Source: an optimization exercise on an open RTL-to-GDS flow (aim: small area and a short achievable clock period). Production flows keep margins and buffers that such runs may drop. In this exercise RTL edits were held to simulation tests only and were not proved equivalent to the original. Power is estimated from default activity; no workload was simulated.

==> build 80: inputs <==
==> flow/design.v (excerpt) <==
module fpu (
    input  wire        clk,
    input  wire        rst_n,
    input  wire [31:0] rs1_data,
    input  wire [31:0] rs2_data,
    input  wire [31:0] rs3_data,
    input  wire [6:0]  funct7,
    input  wire [2:0]  funct3,
    input  wire        fp_op,
    input  wire [2:0]  frm,
    output reg  [31:0] result,
    output wire [4:0]  flags,
    output wire        ready,
    output wire [2:0]  latency
);
    wire [4:0] opc    = funct7[6:2];
    wire is_add       = (opc == 5'b00000);
    wire is_sub       = (opc == 5'b00001);
    wire is_mul       = (opc == 5'b00010);
    wire is_fma       = (opc == 5'b10000);
    wire addsub       = is_add | is_sub;
    assign latency = addsub ? 3'd4 : is_mul ? 3'd5 : 3'd6;
    wire [7:0] e1 = rs1_data[30:23];
    wire [7:0] e2 = rs2_data[30:23];
    wire [7:0] e3 = rs3_data[30:23];
    wire f1nz = |rs1_data[22:0];
    wire f2nz = |rs2_data[22:0];
    wire f3nz = |rs3_data[22:0];
    wire e1z = (e1 == 8'd0), e1m = (e1 == 8'hFF);
    wire e2z = (e2 == 8'd0), e2m = (e2 == 8'hFF);
    wire e3z = (e3 == 8'd0), e3m = (e3 == 8'hFF);
    wire h1 = ~e1z & (~e1m | f1nz);
    wire h2 = ~e2z & (~e2m | f2nz);
    wire h3 = ~e3z & (~e3m | f3nz);
    wire nan1 = e1m & f1nz, inf1 = e1m & ~f1nz, snan1 = nan1 & ~rs1_data[22];
    wire nan2 = e2m & f2nz, inf2 = e2m & ~f2nz, snan2 = nan2 & ~rs2_data[22];
    wire nan3 = e3m & f3nz, inf3 = e3m & ~f3nz, snan3 = nan3 & ~rs3_data[22];
    wire [23:0] mx_d = addsub ? 24'h800000 : {h1, rs1_data[22:0]};
  ...
Settings: LEC_CHECK=0, ABC_AREA=1, CAP_MARGIN=20, CORE_MARGIN=2, CORE_UTILIZATION=60, CTS_CLUSTER_SIZE=30, SETUP_SLACK_MARGIN=4.5, SLEW_MARGIN=20; clock period 8.5 ns.
run.sh (not shown) runs the stock make flow with config.mk's settings and CLKGATE_MAP_FILE= SYNTH_SCRIPT=/design/flow/synth_recipe.tcl, a recipe that flattens the netlist after the stock synthesis.
==> build 26: changes against build 80 <==
--- a/flow/design.v
+++ b/flow/design.v
@@ -651,39 +651,51 @@
         end
     end
 endmodule
 module fpu_rounder (
     input  wire [23:0] mant,      
     input  wire [7:0]  exp_in,
-    input  wire        of5,
-    input  wire        uf5,
+    input  wire        of5,       
     input  wire        g,         
     input  wire        rs,        
     input  wire        sign,
     input  wire [2:0]  rm,
-    input  wire        any_nan,
-    input  wire        any_inf,
-    input  wire        nv,
-    output reg  [31:0] result,
-    output wire [3:0]  flags      
+    output wire [22:0] mant_out,
+    output wire [7:0]  exp_out,
+    output wire        of
 );
     wire lsb = mant[0];
     reg  rup;
     always @(*) begin
         case (rm)
             3'b000:  rup = g & (rs | lsb);
             3'b010:  rup = sign & (g | rs);
             3'b011:  rup = ~sign & (g | rs);
             3'b100:  rup = g;
             default: rup = 1'b0;
         endcase
     end
-    wire [23:0] inc  = mant + 24'd1;
-    wire [22:0] mr   = rup ? inc[22:0] : mant[22:0];
-    wire [7:0]  er   = exp_in + {7'd0, rup & (&mant)};
-    wire        of   = of5 | (er == 8'hFF);
+    wire [23:0] inc = mant + 24'd1;
+    assign mant_out = rup ? inc[22:0] : mant[22:0];
+    assign exp_out  = exp_in + {7'd0, rup & (&mant)};
+    assign of       = of5 | (exp_out == 8'hFF);
+endmodule
+module fpu_pack (
+    input  wire [22:0] mant,
+    input  wire [7:0]  exp_in,
+    input  wire        of,
+    input  wire        uf5,
+    input  wire        nx,        
+    input  wire        sign,
+    input  wire [2:0]  rm,
+    input  wire        any_nan,
+    input  wire        any_inf,
+    input  wire        nv,
+    output reg  [31:0] result,
+    output wire [3:0]  flags      
+);
     always @(*) begin
         if (any_nan)
             result = 32'h7FC00000;
         else if (any_inf)
             result = {sign, 8'hFF, 23'd0};
         else if (of) begin
@@ -694,15 +706,15 @@
                 default: result = {sign, 31'h7F800000};
             endcase
         end
         else if (uf5)
             result = {sign, 31'd0};
         else
-            result = {sign, er, mr};
+            result = {sign, exp_in, mant};
     end
-    assign flags = {nv, of, uf5, g | rs | of | uf5};
+    assign flags = {nv, of, uf5, nx | of | uf5};
 endmodule
 module fpu (
     input  wire        clk,
     input  wire        rst_n,
     input  wire [31:0] rs1_data,
     input  wire [31:0] rs2_data,
@@ -804,17 +816,21 @@
         rows_2 <= rows; mz_2 <= mz_1; d7_2 <= d7_d; re_2 <= re_d;
         es_2 <= es_1; sx_2 <= sx_1; nan_2 <= nan_1; inf_2 <= inf_1; nv_2 <= nv_1;
         rm_2 <= rm_1;
     end
     wire [47:0] prod;
     fpu_mul_b mul_b (.rows(rows_2), .p(prod));
-    wire [71:0] ext  = {mz_2, 48'd0};
-    wire [71:0] shft = ext >> d7_2;
-    wire [71:0] smsk = ext & ((72'd1 << d7_2) - 72'd1);
-    wire [47:0] al_d = shft[71:24];
-    wire        st_d = |smsk;
+    wire [47:0] al_d = d7_2[6] ? 48'd0 : ({mz_2, 24'd0} >> d7_2[5:0]);
+    wire [23:0] orlo;                        
+    assign orlo[0] = mz_2[0];
+    genvar gi;
+    generate for (gi = 1; gi < 24; gi = gi + 1) begin : stk
+        assign orlo[gi] = orlo[gi-1] | mz_2[gi];
+    end endgenerate
+    wire [6:0] d49  = d7_2 - 7'd49;
+    wire       st_d = (d7_2 >= 7'd49) & ((d49 >= 7'd23) ? orlo[23] : orlo[d49[4:0]]);
     reg [47:0] p_3, a_3;
     reg        st_3;
     reg [8:0]  re_3;
     reg        es_3, sx_3, nan_3, inf_3, nv_3;
     reg [2:0]  rm_3;
     always @(posedge clk) begin
@@ -841,27 +857,32 @@
     wire [23:0] m_d;
     wire [8:0]  ne_d;
     fpu_norm_shift norm (.sum(s_4), .lza(lza_4), .es(es_4), .exp_in(re_4),
                          .mant(m_d), .exp_out(ne_d));
     wire of5_d = (ne_d >= 9'd255);
     wire uf5_d = ne_d[8] | (ne_d == 9'd0);
-    reg [23:0] m_5;
-    reg [7:0]  ne_5;
-    reg        of_5, uf_5, g_5, rs_5, sg_5, nan_5, inf_5, nv_5;
+    wire [22:0] mr_d;
+    wire [7:0]  er_d;
+    wire        of_d;
+    fpu_rounder rnd (.mant(m_d), .exp_in(ne_d[7:0]), .of5(of5_d),
+                     .g(s_4[2]), .rs(s_4[1] | s_4[0] | st_4), .sign(sg_4), .rm(rm_4),
+                     .mant_out(mr_d), .exp_out(er_d), .of(of_d));
+    reg [22:0] mr_5;
+    reg [7:0]  er_5;
+    reg        of_5, uf_5, nx_5, sg_5, nan_5, inf_5, nv_5;
     reg [2:0]  rm_5;
     always @(posedge clk) begin
-        m_5 <= m_d; ne_5 <= ne_d[7:0]; of_5 <= of5_d; uf_5 <= uf5_d;
-        g_5 <= s_4[2]; rs_5 <= s_4[1] | s_4[0] | st_4;
+        mr_5 <= mr_d; er_5 <= er_d; of_5 <= of_d; uf_5 <= uf5_d;
+        nx_5 <= s_4[2] | s_4[1] | s_4[0] | st_4;
         sg_5 <= sg_4; nan_5 <= nan_4; inf_5 <= inf_4; nv_5 <= nv_4; rm_5 <= rm_4;
     end
     wire [31:0] res_d;
     wire [3:0]  flg_d;
-    fpu_rounder rnd (.mant(m_5), .exp_in(ne_5), .of5(of_5), .uf5(uf_5),
-                     .g(g_5), .rs(rs_5), .sign(sg_5), .rm(rm_5),
-                     .any_nan(nan_5), .any_inf(inf_5), .nv(nv_5),
-                     .result(res_d), .flags(flg_d));
+    fpu_pack pack (.mant(mr_5), .exp_in(er_5), .of(of_5), .uf5(uf_5), .nx(nx_5),
+                   .sign(sg_5), .rm(rm_5), .any_nan(nan_5), .any_inf(inf_5), .nv(nv_5),
+                   .result(res_d), .flags(flg_d));
     reg [3:0] flg_6;
     always @(posedge clk) begin
         result <= res_d;
         flg_6  <= flg_d;
     end
     assign flags = {flg_6[3], 1'b0, flg_6[2:0]};
--- a/flow/config.mk
+++ b/flow/config.mk
@@ -7,8 +7,8 @@
 export LEC_CHECK = 0
 export ABC_AREA = 1
 export CAP_MARGIN = 20
 export CORE_MARGIN = 2
 export CORE_UTILIZATION = 60
 export CTS_CLUSTER_SIZE = 30
-export SETUP_SLACK_MARGIN = 4.5
+export SETUP_SLACK_MARGIN = 4.15
 export SLEW_MARGIN = 20
==> trial 18: changes against build 80 <==
--- a/flow/design.v
+++ b/flow/design.v
@@ -651,39 +651,51 @@
         end
     end
 endmodule
 module fpu_rounder (
     input  wire [23:0] mant,      
     input  wire [7:0]  exp_in,
-    input  wire        of5,
-    input  wire        uf5,
+    input  wire        of5,       
     input  wire        g,         
     input  wire        rs,        
     input  wire        sign,
     input  wire [2:0]  rm,
-    input  wire        any_nan,
-    input  wire        any_inf,
-    input  wire        nv,
-    output reg  [31:0] result,
-    output wire [3:0]  flags      
+    output wire [22:0] mant_out,
+    output wire [7:0]  exp_out,
+    output wire        of
 );
     wire lsb = mant[0];
     reg  rup;
     always @(*) begin
         case (rm)
             3'b000:  rup = g & (rs | lsb);
             3'b010:  rup = sign & (g | rs);
             3'b011:  rup = ~sign & (g | rs);
             3'b100:  rup = g;
             default: rup = 1'b0;
         endcase
     end
-    wire [23:0] inc  = mant + 24'd1;
-    wire [22:0] mr   = rup ? inc[22:0] : mant[22:0];
-    wire [7:0]  er   = exp_in + {7'd0, rup & (&mant)};
-    wire        of   = of5 | (er == 8'hFF);
+    wire [23:0] inc = mant + 24'd1;
+    assign mant_out = rup ? inc[22:0] : mant[22:0];
+    assign exp_out  = exp_in + {7'd0, rup & (&mant)};
+    assign of       = of5 | (exp_out == 8'hFF);
+endmodule
+module fpu_pack (
+    input  wire [22:0] mant,
+    input  wire [7:0]  exp_in,
+    input  wire        of,
+    input  wire        uf5,
+    input  wire        nx,        
+    input  wire        sign,
+    input  wire [2:0]  rm,
+    input  wire        any_nan,
+    input  wire        any_inf,
+    input  wire        nv,
+    output reg  [31:0] result,
+    output wire [3:0]  flags      
+);
     always @(*) begin
         if (any_nan)
             result = 32'h7FC00000;
         else if (any_inf)
             result = {sign, 8'hFF, 23'd0};
         else if (of) begin
@@ -694,15 +706,15 @@
                 default: result = {sign, 31'h7F800000};
             endcase
         end
         else if (uf5)
             result = {sign, 31'd0};
         else
-            result = {sign, er, mr};
+            result = {sign, exp_in, mant};
     end
-    assign flags = {nv, of, uf5, g | rs | of | uf5};
+    assign flags = {nv, of, uf5, nx | of | uf5};
 endmodule
 module fpu (
     input  wire        clk,
     input  wire        rst_n,
     input  wire [31:0] rs1_data,
     input  wire [31:0] rs2_data,
@@ -804,17 +816,21 @@
         rows_2 <= rows; mz_2 <= mz_1; d7_2 <= d7_d; re_2 <= re_d;
         es_2 <= es_1; sx_2 <= sx_1; nan_2 <= nan_1; inf_2 <= inf_1; nv_2 <= nv_1;
         rm_2 <= rm_1;
     end
     wire [47:0] prod;
     fpu_mul_b mul_b (.rows(rows_2), .p(prod));
-    wire [71:0] ext  = {mz_2, 48'd0};
-    wire [71:0] shft = ext >> d7_2;
-    wire [71:0] smsk = ext & ((72'd1 << d7_2) - 72'd1);
-    wire [47:0] al_d = shft[71:24];
-    wire        st_d = |smsk;
+    wire [47:0] al_d = d7_2[6] ? 48'd0 : ({mz_2, 24'd0} >> d7_2[5:0]);
+    wire [23:0] orlo;                        
+    assign orlo[0] = mz_2[0];
+    genvar gi;
+    generate for (gi = 1; gi < 24; gi = gi + 1) begin : stk
+        assign orlo[gi] = orlo[gi-1] | mz_2[gi];
+    end endgenerate
+    wire [6:0] d49  = d7_2 - 7'd49;
+    wire       st_d = (d7_2 >= 7'd49) & ((d49 >= 7'd23) ? orlo[23] : orlo[d49[4:0]]);
     reg [47:0] p_3, a_3;
     reg        st_3;
     reg [8:0]  re_3;
     reg        es_3, sx_3, nan_3, inf_3, nv_3;
     reg [2:0]  rm_3;
     always @(posedge clk) begin
@@ -841,27 +857,32 @@
     wire [23:0] m_d;
     wire [8:0]  ne_d;
     fpu_norm_shift norm (.sum(s_4), .lza(lza_4), .es(es_4), .exp_in(re_4),
                          .mant(m_d), .exp_out(ne_d));
     wire of5_d = (ne_d >= 9'd255);
     wire uf5_d = ne_d[8] | (ne_d == 9'd0);
-    reg [23:0] m_5;
-    reg [7:0]  ne_5;
-    reg        of_5, uf_5, g_5, rs_5, sg_5, nan_5, inf_5, nv_5;
+    wire [22:0] mr_d;
+    wire [7:0]  er_d;
+    wire        of_d;
+    fpu_rounder rnd (.mant(m_d), .exp_in(ne_d[7:0]), .of5(of5_d),
+                     .g(s_4[2]), .rs(s_4[1] | s_4[0] | st_4), .sign(sg_4), .rm(rm_4),
+                     .mant_out(mr_d), .exp_out(er_d), .of(of_d));
+    reg [22:0] mr_5;
+    reg [7:0]  er_5;
+    reg        of_5, uf_5, nx_5, sg_5, nan_5, inf_5, nv_5;
     reg [2:0]  rm_5;
     always @(posedge clk) begin
-        m_5 <= m_d; ne_5 <= ne_d[7:0]; of_5 <= of5_d; uf_5 <= uf5_d;
-        g_5 <= s_4[2]; rs_5 <= s_4[1] | s_4[0] | st_4;
+        mr_5 <= mr_d; er_5 <= er_d; of_5 <= of_d; uf_5 <= uf5_d;
+        nx_5 <= s_4[2] | s_4[1] | s_4[0] | st_4;
         sg_5 <= sg_4; nan_5 <= nan_4; inf_5 <= inf_4; nv_5 <= nv_4; rm_5 <= rm_4;
     end
     wire [31:0] res_d;
     wire [3:0]  flg_d;
-    fpu_rounder rnd (.mant(m_5), .exp_in(ne_5), .of5(of_5), .uf5(uf_5),
-                     .g(g_5), .rs(rs_5), .sign(sg_5), .rm(rm_5),
-                     .any_nan(nan_5), .any_inf(inf_5), .nv(nv_5),
-                     .result(res_d), .flags(flg_d));
+    fpu_pack pack (.mant(mr_5), .exp_in(er_5), .of(of_5), .uf5(uf_5), .nx(nx_5),
+                   .sign(sg_5), .rm(rm_5), .any_nan(nan_5), .any_inf(inf_5), .nv(nv_5),
+                   .result(res_d), .flags(flg_d));
     reg [3:0] flg_6;
     always @(posedge clk) begin
         result <= res_d;
         flg_6  <= flg_d;
     end
     assign flags = {flg_6[3], 1'b0, flg_6[2:0]};
--- a/flow/config.mk
+++ b/flow/config.mk
@@ -7,8 +7,8 @@
 export LEC_CHECK = 0
 export ABC_AREA = 1
 export CAP_MARGIN = 20
 export CORE_MARGIN = 2
 export CORE_UTILIZATION = 60
 export CTS_CLUSTER_SIZE = 30
-export SETUP_SLACK_MARGIN = 4.5
+export SETUP_SLACK_MARGIN = 4.3
 export SLEW_MARGIN = 20
==> reports/metrics.yaml <==
outcome:
  outcome: "finished clean"
worst_setup_path:
  cp_slowest_stage_delay_ns: 0.37
global_route:
  antenna_found_initial: 7
power:
  seq_power_mw: 4.22
synthesis:
  synth_cell_types: 65
  syn_area_per_cell_sq_um: 7.00
  synth_xor_area_share_pct: 3.49
the above is filed under build 80

==> reports/metrics.yaml <==
finish:
  antenna_cells: 2
  largest_cell_class: "multi-input gates"
synthesis:
  synth_cell_types: 73
  synth_xor_area_share_pct: 3.68
global_route:
  antenna_found_initial: 3
timing:
  max_freq_mhz: 233
  slew_violations: 0
clock_tree:
  post_cts_buffers: 7
outcome:
  outcome: "finished clean"
power:
  seq_power_mw: 4.19
the above is filed under build 26

==> reports/metrics.yaml <==
global_route:
  antenna_found_initial: 3
synthesis:
  synth_xor_area_share_pct: 3.68
  synth_cell_types: 73
  syn_area_per_cell_sq_um: 7.14
worst_setup_path:
  rr_startpoint: "a3_1[16]"
  cp_slowest_stage_delay_ns: 0.89
clock_tree:
  cts_num_sinks: 545
finish:
  clockNetworkAreaShare_pct: 4.17
  multi_input_area_sq_mm: 0.0262
  largest_register: "s_4"
route:
  first_pass_iters: 7
outcome:
  outcome: "finished clean"
the above is filed under trial 18

## what the ideal ports hide
The flow's constraints put no driver on any port. The routed layouts listed below were extracted and timed again, unchanged, in two steps. Step 1 assumes that a clkbuf_16 drives the clock port and a buf_2 every other input. Step 2 moves the port delays by t, midway between the first and last clock arrival at a register: inputs arrive t later, outputs are due t later. That takes back most of the time a late clock gives input paths. Three values: no drivers, after step 1, after step 2; two values: the first two.
| run | shift t [ns] | setup slack, ns | worst slew at a driven data input, ns |
|---|---|---|---|
| build 80 | 0.715 | 4.274 / 4.274 / 3.987 | 0.08 |
| build 26 | 0.687 | 4.216 / 4.187 / 3.910 | 0.07 |
| trial 18 | 0.707 | 4.356 / 4.348 / 3.915 | 0.08 |
After both steps setup and hold are still met in every run listed. For trial 18, which loses most, drivers alone change the setup slack by -0.008 ns; drivers and shift together by -0.441 ns.
